Context: an optimization exercise on an open-source flow, tuned for small area, a short achievable clock period and few clock cycles. The choices shown serve that exercise and are no tape-out recipe.
Function was not checked in any run shown here: the RTL went through the layout flow alone.

## flow/design.v (module list and top-level ports; edited modules follow where they fit)
// module produto_escalar: 1941 lines
// module produto_escalar_ha: 7 lines
// module produto_escalar_fa: 7 lines
module produto_escalar (
    input  logic         clk_i,
    input  logic         rst_i,
    input  logic         iniciar,
    input  logic [31:0]  a0, a1, a2, a3, a4, a5, a6, a7,
    input  logic [31:0]  b0, b1, b2, b3, b4, b5, b6, b7,
    output logic [63:0]  resultado,
    output logic         concluido
);
  // ...
==> flow/flow/run.sh <==
#!/bin/bash
set -e
echo 'export BUFFER_PORTS_ARGS = -buffer_cell sky130_fd_sc_hd__buf_1' >> config.mk
bash standard.sh SETUP_SLACK_MARGIN=7.5 finish > standard.log 2>&1
==> flow/standard.sh <==
#!/bin/bash
# synth_recipe.tcl (not shown) runs the flow's synth.tcl, then flattens the netlist and writes it again
# the make line also repeats each setting of config.mk as NAME=value (left out here)
make -C /OpenROAD-flow-scripts/flow DESIGN_CONFIG=/design/flow/config.mk WORK_HOME=/design/flow/orfs CLKGATE_MAP_FILE= SYNTH_SCRIPT=/design/flow/synth_recipe.tcl "${@:-finish}"
==> flow/config.mk <==
export PLATFORM = sky130hd
export DESIGN_NAME = produto_escalar
export DESIGN_NICKNAME = produto_escalar
export VERILOG_FILES = /design/flow/design.v
export SDC_FILE = /design/flow/constraint.sdc
export NUM_CORES = 4
export LEC_CHECK = 0
export CAP_MARGIN = 20
export CORE_MARGIN = 2
export CORE_UTILIZATION = 40
export SLEW_MARGIN = 20
export SYNTH_HIERARCHICAL = 1
export SYNTH_MINIMUM_KEEP_SIZE = 0
export BUFFER_PORTS_ARGS = -buffer_cell sky130_fd_sc_hd__buf_1
==> flow/constraint.sdc <==
create_clock -name core_clock -period 11.5 [get_ports {clk_i}]
set_input_delay 2.3000 -clock core_clock [delete_from_list [all_inputs] [get_ports {clk_i}]]
set_output_delay 2.3000 -clock core_clock [all_outputs]
set_load 0.01 [all_outputs]
==> flow_metrics.py, run 1 <==
metrics = {
    "sta": {
        "setup_ws_ns": 7.16,
        "finalSetupViolations": 0,
        "hold-worst-slack_ns": 0.473,
    },
    "yosys": {
        "synth-edff-count": 0,
        "synth_area_leaders": "fa_1 (28%), dfxtp_1 (19%), xor2_1 (11%)",
        "syn-instance-count": 4130,
        "syn_area_sq_mm": 0.0356,
        "ys.flop_type": "dfxtp_1",
        "synth.area.mux_share_pct": 0,
        "synth.top_cell.area_share_pct": 27.8,
    },
    "final_layout": {
        "seq_share_pct": 16.5,
        "area_delta_synth_final_pct": 16.2,
        "seq_cells": 336,
        "regMostFlops": "resultado",
        "n_fill_cell": 8548,
        "bufAreaShareNonClock_pct": 8.16,
    },
    "status": {
        "status": "timing/DRC/antenna clean",
    },
    "run": {
        "max_cap_violations": 0,
    },
    "drt": {
        "viasPerCell": 5.61,
        "drt-initial-drc-count": 3488,
        "via_count": 32000,
        "post_drt_wl_per_cell_um": 27.0,
    },
    "critical_path": {
        "cp_max_fo": 8,
        "startpoint_type": "register",
        "required_ns": 11.99,
        "r2r_end": "resultado[63]",
        "cp_top_family": "adder cells",
    },
    "cts": {
        "postCtsSetupBuffers": 33,
        "clock-root-buffer": "clkbuf_16",
        "cts_hold_buf": 0,
    },
    "grt": {
        "grt_util_met3_pct": 8.26,
        "top_usage_layer": "met2",
    },
    "hold_path": {
        "hp-start": "fase[8]",
    },
}
==> inputs of run 2 (changes only) <==
--- a/flow/design.v
+++ b/flow/design.v
@@ -120,136 +120,136 @@
   wire [32:0] pp12 = {~(x12[32] ^ neg_r[12]), x12[31:0] ^ {32{neg_r[12]}}};
   wire [32:0] x13 = ({33{one_r[13]}} & a_ext) | ({33{two_r[13]}} & {a_r, 1'b0});
   wire [32:0] pp13 = {~(x13[32] ^ neg_r[13]), x13[31:0] ^ {32{neg_r[13]}}};
   wire [32:0] x14 = ({33{one_r[14]}} & a_ext) | ({33{two_r[14]}} & {a_r, 1'b0});
   wire [32:0] pp14 = {~(x14[32] ^ neg_r[14]), x14[31:0] ^ {32{neg_r[14]}}};
   wire [32:0] x15 = ({33{one_r[15]}} & a_ext) | ({33{two_r[15]}} & {a_r, 1'b0});
   wire [32:0] pp15 = {~(x15[32] ^ neg_r[15]), x15[31:0] ^ {32{neg_r[15]}}};
   wire [63:0] nxt0, nxt1, nxt2;
-  wire hs0, hc0;
-  produto_escalar_ha u_ha0 (.a(neg_r[12]), .b(pp0[24]), .s(hs0), .co(hc0));
-  wire hs1, hc1;
-  produto_escalar_ha u_ha1 (.a(pp0[25]), .b(pp10[5]), .s(hs1), .co(hc1));
+  wire hs0 = neg_r[12] ^ pp0[24];
+  wire hc0 = neg_r[12] & pp0[24];
+  wire hs1 = pp0[25] ^ pp10[5];
+  wire hc1 = pp0[25] & pp10[5];
   wire fs0, fc0;
   produto_escalar_fa u_fa0 (.a(neg_r[13]), .b(pp0[26]), .c(pp10[6]), .s(fs0), .co(fc0));
-  wire hs2, hc2;
-  produto_escalar_ha u_ha2 (.a(pp11[4]), .b(pp12[2]), .s(hs2), .co(hc2));
+  wire hs2 = pp11[4] ^ pp12[2];
+  wire hc2 = pp11[4] & pp12[2];
   wire fs1, fc1;
   produto_escalar_fa u_fa1 (.a(pp0[27]), .b(pp10[7]), .c(pp11[5]), .s(fs1), .co(fc1));
-  wire hs3, hc3;
-  produto_escalar_ha u_ha3 (.a(pp12[3]), .b(pp13[1]), .s(hs3), .co(hc3));
+  wire hs3 = pp12[3] ^ pp13[1];
+  wire hc3 = pp12[3] & pp13[1];
   wire fs2, fc2;
   produto_escalar_fa u_fa2 (.a(neg_r[14]), .b(pp0[28]), .c(pp10[8]), .s(fs2), .co(fc2));
   wire fs3, fc3;
   produto_escalar_fa u_fa3 (.a(pp11[6]), .b(pp12[4]), .c(pp13[2]), .s(fs3), .co(fc3));
-  wire hs4, hc4;
-  produto_escalar_ha u_ha4 (.a(pp14[0]), .b(pp1[26]), .s(hs4), .co(hc4));
+  wire hs4 = pp14[0] ^ pp1[26];
+  wire hc4 = pp14[0] & pp1[26];
   wire fs4, fc4;
   produto_escalar_fa u_fa4 (.a(pp0[29]), .b(pp10[9]), .c(pp11[7]), .s(fs4), .co(fc4));
   wire fs5, fc5;
   produto_escalar_fa u_fa5 (.a(pp12[5]), .b(pp13[3]), .c(pp14[1]), .s(fs5), .co(fc5));
-  wire hs5, hc5;
-  produto_escalar_ha u_ha5 (.a(pp1[27]), .b(pp2[25]), .s(hs5), .co(hc5));
+  wire hs5 = pp1[27] ^ pp2[25];
+  wire hc5 = pp1[27] & pp2[25];
   wire fs6, fc6;
   produto_escalar_fa u_fa6 (.a(neg_r[15]), .b(pp0[30]), .c(pp10[10]), .s(fs6), .co(fc6));
   wire fs7, fc7;
   produto_escalar_fa u_fa7 (.a(pp11[8]), .b(pp12[6]), .c(pp13[4]), .s(fs7), .co(fc7));
   wire fs8, fc8;
   produto_escalar_fa u_fa8 (.a(pp14[2]), .b(pp15[0]), .c(pp1[28]), .s(fs8), .co(fc8));
-  wire hs6, hc6;
-  produto_escalar_ha u_ha6 (.a(pp2[26]), .b(pp3[24]), .s(hs6), .co(hc6));
+  wire hs6 = pp2[26] ^ pp3[24];
+  wire hc6 = pp2[26] & pp3[24];
   wire fs9, fc9;
   produto_escalar_fa u_fa9 (.a(pp0[31]), .b(pp10[11]), .c(pp11[9]), .s(fs9), .co(fc9));
   wire fs10, fc10;
   produto_escalar_fa u_fa10 (.a(pp12[7]), .b(pp13[5]), .c(pp14[3]), .s(fs10), .co(fc10));
   wire fs11, fc11;
   produto_escalar_fa u_fa11 (.a(pp15[1]), .b(pp1[29]), .c(pp2[27]), .s(fs11), .co(fc11));
-  wire hs7, hc7;
-  produto_escalar_ha u_ha7 (.a(pp3[25]), .b(pp4[23]), .s(hs7), .co(hc7));
+  wire hs7 = pp3[25] ^ pp4[23];
+  wire hc7 = pp3[25] & pp4[23];
   wire fs12 = ~(pp0[32] ^ pp10[12]);
   wire fc12 = pp0[32] | pp10[12];
   wire fs13, fc13;
   produto_escalar_fa u_fa13 (.a(pp11[10]), .b(pp12[8]), .c(pp13[6]), .s(fs13), .co(fc13));
   wire fs14, fc14;
   produto_escalar_fa u_fa14 (.a(pp14[4]), .b(pp15[2]), .c(pp1[30]), .s(fs14), .co(fc14));
   wire fs15, fc15;
   produto_escalar_fa u_fa15 (.a(pp2[28]), .b(pp3[26]), .c(pp4[24]), .s(fs15), .co(fc15));
   wire fs16 = ~(pp10[13] ^ pp11[11]);
   wire fc16 = pp10[13] | pp11[11];
   wire fs17, fc17;
   produto_escalar_fa u_fa17 (.a(pp12[9]), .b(pp13[7]), .c(pp14[5]), .s(fs17), .co(fc17));
   wire fs18, fc18;
   produto_escalar_fa u_fa18 (.a(pp15[3]), .b(pp1[31]), .c(pp2[29]), .s(fs18), .co(fc18));
-  wire hs8, hc8;
-  produto_escalar_ha u_ha8 (.a(pp3[27]), .b(pp4[25]), .s(hs8), .co(hc8));
+  wire hs8 = pp3[27] ^ pp4[25];
+  wire hc8 = pp3[27] & pp4[25];
   wire fs19, fc19;
   produto_escalar_fa u_fa19 (.a(pp10[14]), .b(pp11[12]), .c(pp12[10]), .s(fs19), .co(fc19));
   wire fs20, fc20;
   produto_escalar_fa u_fa20 (.a(pp13[8]), .b(pp14[6]), .c(pp15[4]), .s(fs20), .co(fc20));
   wire fs21, fc21;
   produto_escalar_fa u_fa21 (.a(pp1[32]), .b(pp2[30]), .c(pp3[28]), .s(fs21), .co(fc21));
   wire fs22 = ~(pp10[15] ^ pp11[13]);
   wire fc22 = pp10[15] | pp11[13];
   wire fs23, fc23;
   produto_escalar_fa u_fa23 (.a(pp12[11]), .b(pp13[9]), .c(pp14[7]), .s(fs23), .co(fc23));
-  wire hs9, hc9;
-  produto_escalar_ha u_ha9 (.a(pp15[5]), .b(pp2[31]), .s(hs9), .co(hc9));
+  wire hs9 = pp15[5] ^ pp2[31];
+  wire hc9 = pp15[5] & pp2[31];
   wire fs24, fc24;
   produto_escalar_fa u_fa24 (.a(pp10[16]), .b(pp11[14]), .c(pp12[12]), .s(fs24), .co(fc24));
   wire fs25, fc25;
   produto_escalar_fa u_fa25 (.a(pp13[10]), .b(pp14[8]), .c(pp15[6]), .s(fs25), .co(fc25));
   wire fs26 = ~(pp10[17] ^ pp11[15]);
   wire fc26 = pp10[17] | pp11[15];
-  wire hs10, hc10;
-  produto_escalar_ha u_ha10 (.a(pp12[13]), .b(pp13[11]), .s(hs10), .co(hc10));
+  wire hs10 = pp12[13] ^ pp13[11];
+  wire hc10 = pp12[13] & pp13[11];
   wire fs27, fc27;
   produto_escalar_fa u_fa27 (.a(pp10[18]), .b(pp11[16]), .c(pp12[14]), .s(fs27), .co(fc27));
   wire hs11 = ~pp10[19];
   wire hc11 = pp10[19];
-  wire hs12, hc12;
-  produto_escalar_ha u_ha12 (.a(neg_r[8]), .b(pp0[16]), .s(hs12), .co(hc12));
-  wire hs13, hc13;
-  produto_escalar_ha u_ha13 (.a(pp0[17]), .b(pp1[15]), .s(hs13), .co(hc13));
+  wire hs12 = neg_r[8] ^ pp0[16];
+  wire hc12 = neg_r[8] & pp0[16];
+  wire hs13 = pp0[17] ^ pp1[15];
+  wire hc13 = pp0[17] & pp1[15];
   wire fs28, fc28;
   produto_escalar_fa u_fa28 (.a(neg_r[9]), .b(pp0[18]), .c(pp1[16]), .s(fs28), .co(fc28));
-  wire hs14, hc14;
-  produto_escalar_ha u_ha14 (.a(pp2[14]), .b(pp3[12]), .s(hs14), .co(hc14));
+  wire hs14 = pp2[14] ^ pp3[12];
+  wire hc14 = pp2[14] & pp3[12];
   wire fs29, fc29;
   produto_escalar_fa u_fa29 (.a(pp0[19]), .b(pp1[17]), .c(pp2[15]), .s(fs29), .co(fc29));
-  wire hs15, hc15;
-  produto_escalar_ha u_ha15 (.a(pp3[13]), .b(pp4[11]), .s(hs15), .co(hc15));
+  wire hs15 = pp3[13] ^ pp4[11];
+  wire hc15 = pp3[13] & pp4[11];
   wire fs30, fc30;
   produto_escalar_fa u_fa30 (.a(neg_r[10]), .b(pp0[20]), .c(pp10[0]), .s(fs30), .co(fc30));
   wire fs31, fc31;
   produto_escalar_fa u_fa31 (.a(pp1[18]), .b(pp2[16]), .c(pp3[14]), .s(fs31), .co(fc31));
-  wire hs16, hc16;
-  produto_escalar_ha u_ha16 (.a(pp4[12]), .b(pp5[10]), .s(hs16), .co(hc16));
+  wire hs16 = pp4[12] ^ pp5[10];
+  wire hc16 = pp4[12] & pp5[10];
   wire fs32, fc32;
   produto_escalar_fa u_fa32 (.a(pp0[21]), .b(pp10[1]), .c(pp1[19]), .s(fs32), .co(fc32));
   wire fs33, fc33;
   produto_escalar_fa u_fa33 (.a(pp2[17]), .b(pp3[15]), .c(pp4[13]), .s(fs33), .co(fc33));
-  wire hs17, hc17;
-  produto_escalar_ha u_ha17 (.a(pp5[11]), .b(pp6[9]), .s(hs17), .co(hc17));
+  wire hs17 = pp5[11] ^ pp6[9];
+  wire hc17 = pp5[11] & pp6[9];
   wire fs34, fc34;
   produto_escalar_fa u_fa34 (.a(neg_r[11]), .b(pp0[22]), .c(pp10[2]), .s(fs34), .co(fc34));
   wire fs35, fc35;
   produto_escalar_fa u_fa35 (.a(pp11[0]), .b(pp1[20]), .c(pp2[18]), .s(fs35), .co(fc35));
   wire fs36, fc36;
   produto_escalar_fa u_fa36 (.a(pp3[16]), .b(pp4[14]), .c(pp5[12]), .s(fs36), .co(fc36));
-  wire hs18, hc18;
-  produto_escalar_ha u_ha18 (.a(pp6[10]), .b(pp7[8]), .s(hs18), .co(hc18));
+  wire hs18 = pp6[10] ^ pp7[8];
+  wire hc18 = pp6[10] & pp7[8];
   wire fs37, fc37;
   produto_escalar_fa u_fa37 (.a(pp0[23]), .b(pp10[3]), .c(pp11[1]), .s(fs37), .co(fc37));
   wire fs38, fc38;
   produto_escalar_fa u_fa38 (.a(pp1[21]), .b(pp2[19]), .c(pp3[17]), .s(fs38), .co(fc38));
   wire fs39, fc39;
   produto_escalar_fa u_fa39 (.a(pp4[15]), .b(pp5[13]), .c(pp6[11]), .s(fs39), .co(fc39));
-  wire hs19, hc19;
-  produto_escalar_ha u_ha19 (.a(pp7[9]), .b(pp8[7]), .s(hs19), .co(hc19));
+  wire hs19 = pp7[9] ^ pp8[7];
+  wire hc19 = pp7[9] & pp8[7];
   wire fs40, fc40;
   produto_escalar_fa u_fa40 (.a(pp10[4]), .b(pp11[2]), .c(pp12[0]), .s(fs40), .co(fc40));
   wire fs41, fc41;
   produto_escalar_fa u_fa41 (.a(pp1[22]), .b(pp2[20]), .c(pp3[18]), .s(fs41), .co(fc41));
   wire fs42, fc42;
   produto_escalar_fa u_fa42 (.a(pp4[16]), .b(pp5[14]), .c(pp6[12]), .s(fs42), .co(fc42));
   wire fs43, fc43;
   produto_escalar_fa u_fa43 (.a(pp7[10]), .b(pp8[8]), .c(pp9[6]), .s(fs43), .co(fc43));
@@ -382,66 +382,66 @@
   wire fs107, fc107;
   produto_escalar_fa u_fa107 (.a(pp7[26]), .b(pp8[24]), .c(pp9[22]), .s(fs107), .co(fc107));
   wire fs108 = ~(pp10[21] ^ pp11[19]);
   wire fc108 = pp10[21] | pp11[19];
   wire fs109, fc109;
   produto_escalar_fa u_fa109 (.a(pp12[17]), .b(pp13[15]), .c(pp14[13]), .s(fs109), .co(fc109));
   wire fs110, fc110;
   produto_escalar_fa u_fa110 (.a(pp15[11]), .b(pp5[31]), .c(pp6[29]), .s(fs110), .co(fc110));
-  wire hs20, hc20;
-  produto_escalar_ha u_ha20 (.a(pp7[27]), .b(pp8[25]), .s(hs20), .co(hc20));
+  wire hs20 = pp7[27] ^ pp8[25];
+  wire hc20 = pp7[27] & pp8[25];
   wire fs111, fc111;
   produto_escalar_fa u_fa111 (.a(pp10[22]), .b(pp11[20]), .c(pp12[18]), .s(fs111), .co(fc111));
   wire fs112, fc112;
   produto_escalar_fa u_fa112 (.a(pp13[16]), .b(pp14[14]), .c(pp15[12]), .s(fs112), .co(fc112));
   wire fs113, fc113;
   produto_escalar_fa u_fa113 (.a(pp5[32]), .b(pp6[30]), .c(pp7[28]), .s(fs113), .co(fc113));
   wire fs114 = ~(pp10[23] ^ pp11[21]);
   wire fc114 = pp10[23] | pp11[21];
   wire fs115, fc115;
   produto_escalar_fa u_fa115 (.a(pp12[19]), .b(pp13[17]), .c(pp14[15]), .s(fs115), .co(fc115));
-  wire hs21, hc21;
-  produto_escalar_ha u_ha21 (.a(pp15[13]), .b(pp6[31]), .s(hs21), .co(hc21));
+  wire hs21 = pp15[13] ^ pp6[31];
+  wire hc21 = pp15[13] & pp6[31];
   wire fs116, fc116;
   produto_escalar_fa u_fa116 (.a(pp10[24]), .b(pp11[22]), .c(pp12[20]), .s(fs116), .co(fc116));
   wire fs117, fc117;
   produto_escalar_fa u_fa117 (.a(pp13[18]), .b(pp14[16]), .c(pp15[14]), .s(fs117), .co(fc117));
   wire fs118 = ~(pp10[25] ^ pp11[23]);
   wire fc118 = pp10[25] | pp11[23];
-  wire hs22, hc22;
-  produto_escalar_ha u_ha22 (.a(pp12[21]), .b(pp13[19]), .s(hs22), .co(hc22));
+  wire hs22 = pp12[21] ^ pp13[19];
+  wire hc22 = pp12[21] & pp13[19];
   wire fs119, fc119;
   produto_escalar_fa u_fa119 (.a(pp10[26]), .b(pp11[24]), .c(pp12[22]), .s(fs119), .co(fc119));
   wire hs23 = ~pp10[27];
   wire hc23 = pp10[27];
-  wire hs24, hc24;
-  produto_escalar_ha u_ha24 (.a(neg_r[5]), .b(pp0[10]), .s(hs24), .co(hc24));
-  wire hs25, hc25;
-  produto_escalar_ha u_ha25 (.a(pp0[11]), .b(pp1[9]), .s(hs25), .co(hc25));
+  wire hs24 = neg_r[5] ^ pp0[10];
+  wire hc24 = neg_r[5] & pp0[10];
+  wire hs25 = pp0[11] ^ pp1[9];
+  wire hc25 = pp0[11] & pp1[9];
   wire fs120, fc120;
   produto_escalar_fa u_fa120 (.a(neg_r[6]), .b(pp0[12]), .c(pp1[10]), .s(fs120), .co(fc120));
-  wire hs26, hc26;
-  produto_escalar_ha u_ha26 (.a(pp2[8]), .b(pp3[6]), .s(hs26), .co(hc26));
+  wire hs26 = pp2[8] ^ pp3[6];
+  wire hc26 = pp2[8] & pp3[6];
   wire fs121, fc121;
   produto_escalar_fa u_fa121 (.a(pp0[13]), .b(pp1[11]), .c(pp2[9]), .s(fs121), .co(fc121));
-  wire hs27, hc27;
-  produto_escalar_ha u_ha27 (.a(pp3[7]), .b(pp4[5]), .s(hs27), .co(hc27));
+  wire hs27 = pp3[7] ^ pp4[5];
+  wire hc27 = pp3[7] & pp4[5];
   wire fs122, fc122;
   produto_escalar_fa u_fa122 (.a(neg_r[7]), .b(pp0[14]), .c(pp1[12]), .s(fs122), .co(fc122));
   wire fs123, fc123;
   produto_escalar_fa u_fa123 (.a(pp2[10]), .b(pp3[8]), .c(pp4[6]), .s(fs123), .co(fc123));
-  wire hs28, hc28;
-  produto_escalar_ha u_ha28 (.a(pp5[4]), .b(pp6[2]), .s(hs28), .co(hc28));
+  wire hs28 = pp5[4] ^ pp6[2];
+  wire hc28 = pp5[4] & pp6[2];
   wire fs124, fc124;
   produto_escalar_fa u_fa124 (.a(pp0[15]), .b(pp1[13]), .c(pp2[11]), .s(fs124), .co(fc124));
   wire fs125, fc125;
   produto_escalar_fa u_fa125 (.a(pp3[9]), .b(pp4[7]), .c(pp5[5]), .s(fs125), .co(fc125));
-  wire hs29, hc29;
-  produto_escalar_ha u_ha29 (.a(pp6[3]), .b(pp7[1]), .s(hs29), .co(hc29));
+  wire hs29 = pp6[3] ^ pp7[1];
+  wire hc29 = pp6[3] & pp7[1];
   wire fs126, fc126;
   produto_escalar_fa u_fa126 (.a(pp1[14]), .b(pp2[12]), .c(pp3[10]), .s(fs126), .co(fc126));
   wire fs127, fc127;
   produto_escalar_fa u_fa127 (.a(pp4[8]), .b(pp5[6]), .c(pp6[4]), .s(fs127), .co(fc127));
   wire fs128, fc128;
   produto_escalar_fa u_fa128 (.a(pp7[2]), .b(pp8[0]), .c(hs12), .s(fs128), .co(fc128));
   wire fs129, fc129;
   produto_escalar_fa u_fa129 (.a(pp2[13]), .b(pp3[11]), .c(pp4[9]), .s(fs129), .co(fc129));
@@ -634,42 +634,42 @@
   wire fs223, fc223;
   produto_escalar_fa u_fa223 (.a(pp13[22]), .b(pp14[20]), .c(pp15[18]), .s(fs223), .co(fc223));
   wire fs224, fc224;
   produto_escalar_fa u_fa224 (.a(pp8[32]), .b(pp9[30]), .c(hc23), .s(fs224), .co(fc224));
   wire fs225 = ~(pp10[29] ^ pp11[27]);
   wire fc225 = pp10[29] | pp11[27];
   wire fs226, fc226;
   produto_escalar_fa u_fa226 (.a(pp12[25]), .b(pp13[23]), .c(pp14[21]), .s(fs226), .co(fc226));
-  wire hs30, hc30;
-  produto_escalar_ha u_ha30 (.a(pp15[19]), .b(pp9[31]), .s(hs30), .co(hc30));
+  wire hs30 = pp15[19] ^ pp9[31];
+  wire hc30 = pp15[19] & pp9[31];
   wire fs227, fc227;
   produto_escalar_fa u_fa227 (.a(pp10[30]), .b(pp11[28]), .c(pp12[26]), .s(fs227), .co(fc227));
   wire fs228, fc228;
   produto_escalar_fa u_fa228 (.a(pp13[24]), .b(pp14[22]), .c(pp15[20]), .s(fs228), .co(fc228));
   wire fs229 = ~(pp10[31] ^ pp11[29]);
   wire fc229 = pp10[31] | pp11[29];
-  wire hs31, hc31;
-  produto_escalar_ha u_ha31 (.a(pp12[27]), .b(pp13[25]), .s(hs31), .co(hc31));
+  wire hs31 = pp12[27] ^ pp13[25];
+  wire hc31 = pp12[27] & pp13[25];
   wire fs230, fc230;
   produto_escalar_fa u_fa230 (.a(pp10[32]), .b(pp11[30]), .c(pp12[28]), .s(fs230), .co(fc230));
   wire hs32 = ~pp11[31];
   wire hc32 = pp11[31];
-  wire hs33, hc33;
-  produto_escalar_ha u_ha33 (.a(neg_r[3]), .b(pp0[6]), .s(hs33), .co(hc33));
-  wire hs34, hc34;
-  produto_escalar_ha u_ha34 (.a(pp0[7]), .b(pp1[5]), .s(hs34), .co(hc34));
+  wire hs33 = neg_r[3] ^ pp0[6];
+  wire hc33 = neg_r[3] & pp0[6];
+  wire hs34 = pp0[7] ^ pp1[5];
+  wire hc34 = pp0[7] & pp1[5];
   wire fs231, fc231;
   produto_escalar_fa u_fa231 (.a(neg_r[4]), .b(pp0[8]), .c(pp1[6]), .s(fs231), .co(fc231));
-  wire hs35, hc35;
-  produto_escalar_ha u_ha35 (.a(pp2[4]), .b(pp3[2]), .s(hs35), .co(hc35));
+  wire hs35 = pp2[4] ^ pp3[2];
+  wire hc35 = pp2[4] & pp3[2];
   wire fs232, fc232;
   produto_escalar_fa u_fa232 (.a(pp0[9]), .b(pp1[7]), .c(pp2[5]), .s(fs232), .co(fc232));
-  wire hs36, hc36;
-  produto_escalar_ha u_ha36 (.a(pp3[3]), .b(pp4[1]), .s(hs36), .co(hc36));
+  wire hs36 = pp3[3] ^ pp4[1];
+  wire hc36 = pp3[3] & pp4[1];
   wire fs233, fc233;
   produto_escalar_fa u_fa233 (.a(pp1[8]), .b(pp2[6]), .c(pp3[4]), .s(fs233), .co(fc233));
   wire fs234, fc234;
   produto_escalar_fa u_fa234 (.a(pp4[2]), .b(pp5[0]), .c(hs24), .s(fs234), .co(fc234));
   wire fs235, fc235;
   produto_escalar_fa u_fa235 (.a(pp2[7]), .b(pp3[5]), .c(pp4[3]), .s(fs235), .co(fc235));
   wire fs236, fc236;
   produto_escalar_fa u_fa236 (.a(pp5[1]), .b(hc24), .c(hs25), .s(fs236), .co(fc236));
@@ -842,26 +842,26 @@
   wire fs320, fc320;
   produto_escalar_fa u_fa320 (.a(pp15[23]), .b(hs32), .c(fc230), .s(fs320), .co(fc320));
   wire fs321, fc321;
   produto_escalar_fa u_fa321 (.a(pp11[32]), .b(pp12[30]), .c(pp13[28]), .s(fs321), .co(fc321));
   wire fs322, fc322;
   produto_escalar_fa u_fa322 (.a(pp14[26]), .b(pp15[24]), .c(hc32), .s(fs322), .co(fc322));
   wire fs323 = ~(pp12[31] ^ pp13[29]);
   wire fc323 = pp12[31] | pp13[29];
-  wire hs37, hc37;
-  produto_escalar_ha u_ha37 (.a(pp14[27]), .b(pp15[25]), .s(hs37), .co(hc37));
+  wire hs37 = pp14[27] ^ pp15[25];
+  wire hc37 = pp14[27] & pp15[25];
   wire fs324, fc324;
   produto_escalar_fa u_fa324 (.a(pp12[32]), .b(pp13[30]), .c(pp14[28]), .s(fs324), .co(fc324));
   wire hs38 = ~pp13[31];
   wire hc38 = pp13[31];
-  wire hs39, hc39;
-  produto_escalar_ha u_ha39 (.a(neg_r[2]), .b(pp0[4]), .s(hs39), .co(hc39));
-  wire hs40, hc40;
-  produto_escalar_ha u_ha40 (.a(pp0[5]), .b(pp1[3]), .s(hs40), .co(hc40));
+  wire hs39 = neg_r[2] ^ pp0[4];
+  wire hc39 = neg_r[2] & pp0[4];
+  wire hs40 = pp0[5] ^ pp1[3];
+  wire hc40 = pp0[5] & pp1[3];
   wire fs325, fc325;
   produto_escalar_fa u_fa325 (.a(pp1[4]), .b(pp2[2]), .c(pp3[0]), .s(fs325), .co(fc325));
   wire fs326, fc326;
   produto_escalar_fa u_fa326 (.a(pp2[3]), .b(pp3[1]), .c(hc33), .s(fs326), .co(fc326));
   wire fs327, fc327;
   produto_escalar_fa u_fa327 (.a(pp4[0]), .b(hc34), .c(hs35), .s(fs327), .co(fc327));
   wire fs328, fc328;
   produto_escalar_fa u_fa328 (.a(hc35), .b(hs36), .c(fc231), .s(fs328), .co(fc328));
@@ -1159,18 +1159,18 @@
   assign nxt2[63] = 1'b0;
   always_ff @(posedge clk_i) begin
     prod0 <= nxt0;
     prod1 <= nxt1;
     prod2 <= nxt2;
   end
   wire [63:0] acc_g = resultado & {64{~fase[2]}};
   wire [63:0] soma0, soma1;
-  wire hs42, hc42;
-  produto_escalar_ha u_ha42 (.a(acc_g[0]), .b(prod0[0]), .s(hs42), .co(hc42));
+  wire hs42 = acc_g[0] ^ prod0[0];
+  wire hc42 = acc_g[0] & prod0[0];
   wire fs378, fc378;
   produto_escalar_fa u_fa378 (.a(acc_g[1]), .b(prod0[1]), .c(prod1[1]), .s(fs378), .co(fc378));
   wire fs379, fc379;
   produto_escalar_fa u_fa379 (.a(acc_g[2]), .b(prod0[2]), .c(prod1[2]), .s(fs379), .co(fc379));
   wire fs380, fc380;
   produto_escalar_fa u_fa380 (.a(acc_g[3]), .b(prod0[3]), .c(prod1[3]), .s(fs380), .co(fc380));
   wire fs381, fc381;
   produto_escalar_fa u_fa381 (.a(acc_g[4]), .b(prod0[4]), .c(prod1[4]), .s(fs381), .co(fc381));
@@ -1287,18 +1287,18 @@
   wire fs437, fc437;
   produto_escalar_fa u_fa437 (.a(acc_g[60]), .b(prod0[60]), .c(prod1[60]), .s(fs437), .co(fc437));
   wire fs438, fc438;
   produto_escalar_fa u_fa438 (.a(acc_g[61]), .b(prod0[61]), .c(prod1[61]), .s(fs438), .co(fc438));
   wire fs439, fc439;
   produto_escalar_fa u_fa439 (.a(acc_g[62]), .b(prod0[62]), .c(prod1[62]), .s(fs439), .co(fc439));
   wire fs440, fc440;
   produto_escalar_fa u_fa440 (.a(acc_g[63]), .b(prod0[63]), .c(prod1[63]), .s(fs440), .co(fc440));
-  wire hs43, hc43;
-  produto_escalar_ha u_ha43 (.a(prod1[0]), .b(prod2[0]), .s(hs43), .co(hc43));
+  wire hs43 = prod1[0] ^ prod2[0];
+  wire hc43 = prod1[0] & prod2[0];
   wire fs441, fc441;
   produto_escalar_fa u_fa441 (.a(prod2[1]), .b(hc42), .c(fs378), .s(fs441), .co(fc441));
   wire fs442, fc442;
   produto_escalar_fa u_fa442 (.a(prod2[2]), .b(fc378), .c(fs379), .s(fs442), .co(fc442));
   wire fs443, fc443;
   produto_escalar_fa u_fa443 (.a(prod2[3]), .b(fc379), .c(fs380), .s(fs443), .co(fc443));
   wire fs444, fc444;
   produto_escalar_fa u_fa444 (.a(prod2[4]), .b(fc380), .c(fs381), .s(fs444), .co(fc444));
==> run 2 against run 1 <==
  * Design area decreased by 0.28%
  * Sequential cell count unchanged
  * Clock skew increased by 0.0011 ns
  * Die area shrank 0.45%
  * Utilization barely moved
  * Cell count is 0.14% lower
  * Non-clock buffer count increased by 5
  * Count of clock-buffer cells in the layout rose by 4
  * Via count up 0.89%
  * Area after synthesis shrank 0.46%
==> flow_metrics.py, run 2 <==
metrics = {
    "drt": {
        "drcViolationCount": 0,
        "dr.pass1.iters": 11,
        "via_count": 32300,
        "ant_nets": 0,
        "routed_wl_um": 155000,
        "drt-initial-drc-count": 3835,
        "post_drt_wl_per_cell_um": 27.1,
        "viasPerCell": 5.67,
    },
    "critical_path": {
        "required_ns": 12.03,
        "worstReg2RegStart": "fase[2]",
        "worstSetupPathType": "reg2reg",
        "regToRegSetupSlack_ns": 7.02,
        "cp_max_fo": 8,
        "cp.arrival_ns": 5.01,
        "end_kind": "register",
        "path_cells": "buf_12 -> buf_12 -> nor2b_1 -> fa_1 -> fa_1 -> ha_1 -> a21oi_2 -> o21ai_0 -> a21oi_2 -> nor2b_4 -> a311oi_4 -> buf_12 -> nor2_4 -> a21oi_4 -> nand2_2 -> a221o_1 -> ha_4 -> nor2_4 -> xnor2_1",
        "ff2ff_path_depth": 19,
        "cp_slowest_cell": "fa_1",
        "cp_slowest_stage_delay_ns": 0.45,
        "startpoint_type": "register",
        "crit_path_frequent_cell": "buf_12",
        "r2r_end": "resultado[61]",
    },
    "grt": {
        "grt_pass1_wl_um": 222000,
        "grt.total_usage_pct": 33.8,
        "grt_pass1_vias": 32100,
        "antenna_found_initial": 24,
        "met2_usage_pct": 50.7,
        "use_met1_pct": 40.2,
        "grt_overflow": 0,
        "grt_max_degree": 67,
        "grt_util_met3_pct": 8.86,
        "top_usage_layer": "met2",
    },
    "yosys": {
        "syn-instance-count": 4106,
        "ys.flop_type": "dfxtp_1",
        "synth_area_leaders": "fa_1 (28%), dfxtp_1 (19%), xor2_1 (11%)",
        "ys_ff_latch": 336,
        "synth_area_per_cell_sq_um": 8.64,
        "synth_common_cells": "nand2_1 (1037), o21ai_0 (495), fa_1 (494)",
        "yosysTopAreaCell": "fa_1",
        "synth-edff-count": 0,
        "synth_warnings": 7,
        "synth_seq_area_share_pct": 19.0,
        "synth.most_common_cell": "nand2_1",
        "syn_area_sq_mm": 0.0355,
        "synth.top_cell.area_share_pct": 27.9,
        "synthArstFlopShare_pct": 0,
        "synth.distinct_cells": 51,
    },
    "final_layout": {
        "most-common-layout-cells": "nand2_1 (1034), buf_1 (579), fa_1 (493), o21ai_0 (489), xor2_1 (457)",
        "largest_reg_flops": 64,
        "n_fill_cell": 8533,
        "fin_nets": 5635,
        "layout_commonest_cell": "nand2_1",
        "regMostFlops": "resultado",
        "reg_top3": "resultado x64, prod0 x62, prod1 x60",
        "area_delta_synth_final_pct": 16.4,
        "postLayoutCellArea_sq_mm": 0.0413,
        "drive_above_1_share_pct": 8.41,
        "fin_cells": 5701,
    },
    "sta": {
        "worstMarginPinSlew_ns": 1.13,
        "slew_viol_final": 0,
        "fin_crit_ns": 4.48,
        "hold-worst-slack_ns": 0.473,
        "rsz0062_at_grt": "true",
        "setup_tns_ns": 0,
        "finalHoldViolations": 0,
        "relSlewSlack_pct": 24.7,
        "finClkSkew_ns": 0.0366,
        "fin_crit_sh_pct": 38.9,
        "finalSetupViolations": 0,
        "fmax_ghz": 0.223,
    },
    "placed_design": {
        "dp.cells": 5558,
        "dpl_cell_area_sq_mm": 0.0385,
        "hpwl_um": 107000,
        "io_buffers": 579,
        "gp_congestion": 0.958,
    },
    "die": {
        "io_pins": 580,
        "die_area_sq_mm": 0.0911,
        "rows": 109,
        "fp.dieH_um": 302,
        "core_area_sq_mm": 0.0881,
        "start_util_pct": 40.3,
        "die_w_um": 302,
    },
    "hold_path": {
        "min_path_cells": 1,
        "hp-class": "reg2reg",
        "hp-start": "hs43",
        "min_to": "resultado[0]",
    },
    "cts": {
        "htreeDepth": 2,
        "clock-root-buffer": "clkbuf_16",
        "clk_latency_ns": 0.60,
        "cts.sinks": 336,
        "cts_tree": "yes",
        "clkSlewWorstSetupHoldPaths_ns": 0.06,
        "numCtsBuffers": 42,
        "clock_path_buffers": 3,
    },
    "run": {
        "max_cap_violations": 0,
    },
    "status": {
        "status": "timing/DRC/antenna clean",
    },
}
run 2: changes by cell type in the layout (fill, tap and decap cells not counted), sizes merged, moves of 3 or more:
cell    before   now
nand2     1035  1038
a21o        26    10
nand4       78    71
o21ai      501   497
buf        702   705
or2          4     1
diode       14    20
clkbuf      49    55
a31oi        4     0
run 2: how the worst max path moves through the flow:
stage,start,endpoint,slack [ns],depth (start not counted)
floorplan,fase[2],resultado[41],7.18,18
finish,fase[2],resultado[61],7.02,19
global route,fase[2],resultado[61],6.86,19
CTS,fase[2],resultado[41],6.81,18
detailed placement,fase[2],resultado[61],6.00,17
global placement,fase[2],resultado[61],6.07,17
run 2: final cells by class:
cell class              instances  area, sq um  share of cell area (%)
flip-flops and latches        336         6830                    16.5
clock inverters                26          373                   0.903
clock buffers                  52         1130                    2.73
well taps                    1165         1460                    3.53
repair buffers                709         3430                    8.30
inverters                      37          141                   0.342
diodes                         20         50.0                   0.121
multi-input cells            3356        27900                    67.5
run 2: per-layer routing:
| layer | share of wire [%] | wire length (um) |
|---|---|---|
| met5 | 0.036 | 56 |
| met4 | 11 | 16400 |
| met1 | 36 | 55300 |
| met3 | 10 | 16100 |
| met2 | 43 | 66700 |
run 2: stage by stage:
stage / utilization (%) / worst slack (ns)
6_report: 46.9 / 7.02
4_1_cts: 46.1 / 6.81
3_3_place_gp: 43.7 / 6.07
2_1_floorplan: - / 7.18
3_5_place_dp: 43.7 / 6.00
5_1_grt: 46.8 / 6.86
run 2: cells by family (layout without fill, tap and decap cells):
group | count (synthesis) | in the layout | synth area share, %
AO/OA/AOI/OAI | 801 | 801 | 13.7
XOR/XNOR | 590 | 590 | 14.6
adder cells (fa/ha/maj) | 638 | 638 | 33.0
buffers and inverters | 423 | 824 | 4.48
flip-flops | 336 | 336 | 19.0
other | 2 | 31 | 0.0212
AND/OR/NAND/NOR | 1316 | 1316 | 15.3
run 2: modules after synthesis (local to each module, per instance):
module,flip-flops and latches,cells
produto_escalar_ha,0,1
produto_escalar_fa,0,1
produto_escalar,336,3548
run 2: what timing repair did:
action                                  4_1_cts  5_1_grt
endpoints found under the setup margin       52       61
buffers inserted                             24       16
gates resized for setup                      73      111
pin swaps                                    40       69
hold buffers                                  0        0
gates cloned                                  1        2
run 2: critical path: cells and delay by family (launching register included):
kind / cells / cell delay, ns
flops: 1 / 0.37
xor+xnor: 1 / 0.11
fa+ha+maj: 4 / 1.45
simple gates: 5 / 0.51
compound gates: 6 / 1.49
buf+inv: 3 / 0.48

re-timing with driven ports:
How much do the figures lean on ideal ports? The routed layouts below were timed once more, with nothing changed but the port constraints. Step 1 sets driving cells, clkbuf_16 on the clock port and buf_2 on the other inputs (assumed; they add their load-dependent delay and slew). Step 2 adds t to the input delays and takes it off the output delays; t is the mean of the earliest and latest rising clock arrival at the registers after step 1. Input paths then give back, and output paths get back, about the clock's delay inside the block. Slacks: no drivers / after step 1 / after step 2; pairs: no drivers / after step 1.
run | t (ns) | setup slack, ns | clock arrival spread, ns | worst data-port slew with drivers (ns)
run 1 | 0.649 | 7.157 / 7.157 / 7.042 | 0.035 / 0.036 | 0.16
run 2 | 0.653 | 7.022 / 7.022 / 7.022 | 0.037 / 0.037 | 0.16
After both steps setup and hold are still met in every run listed. The setup slack of run 1, which loses most, moves by 0.000 ns with the drivers and by -0.115 ns with both steps.
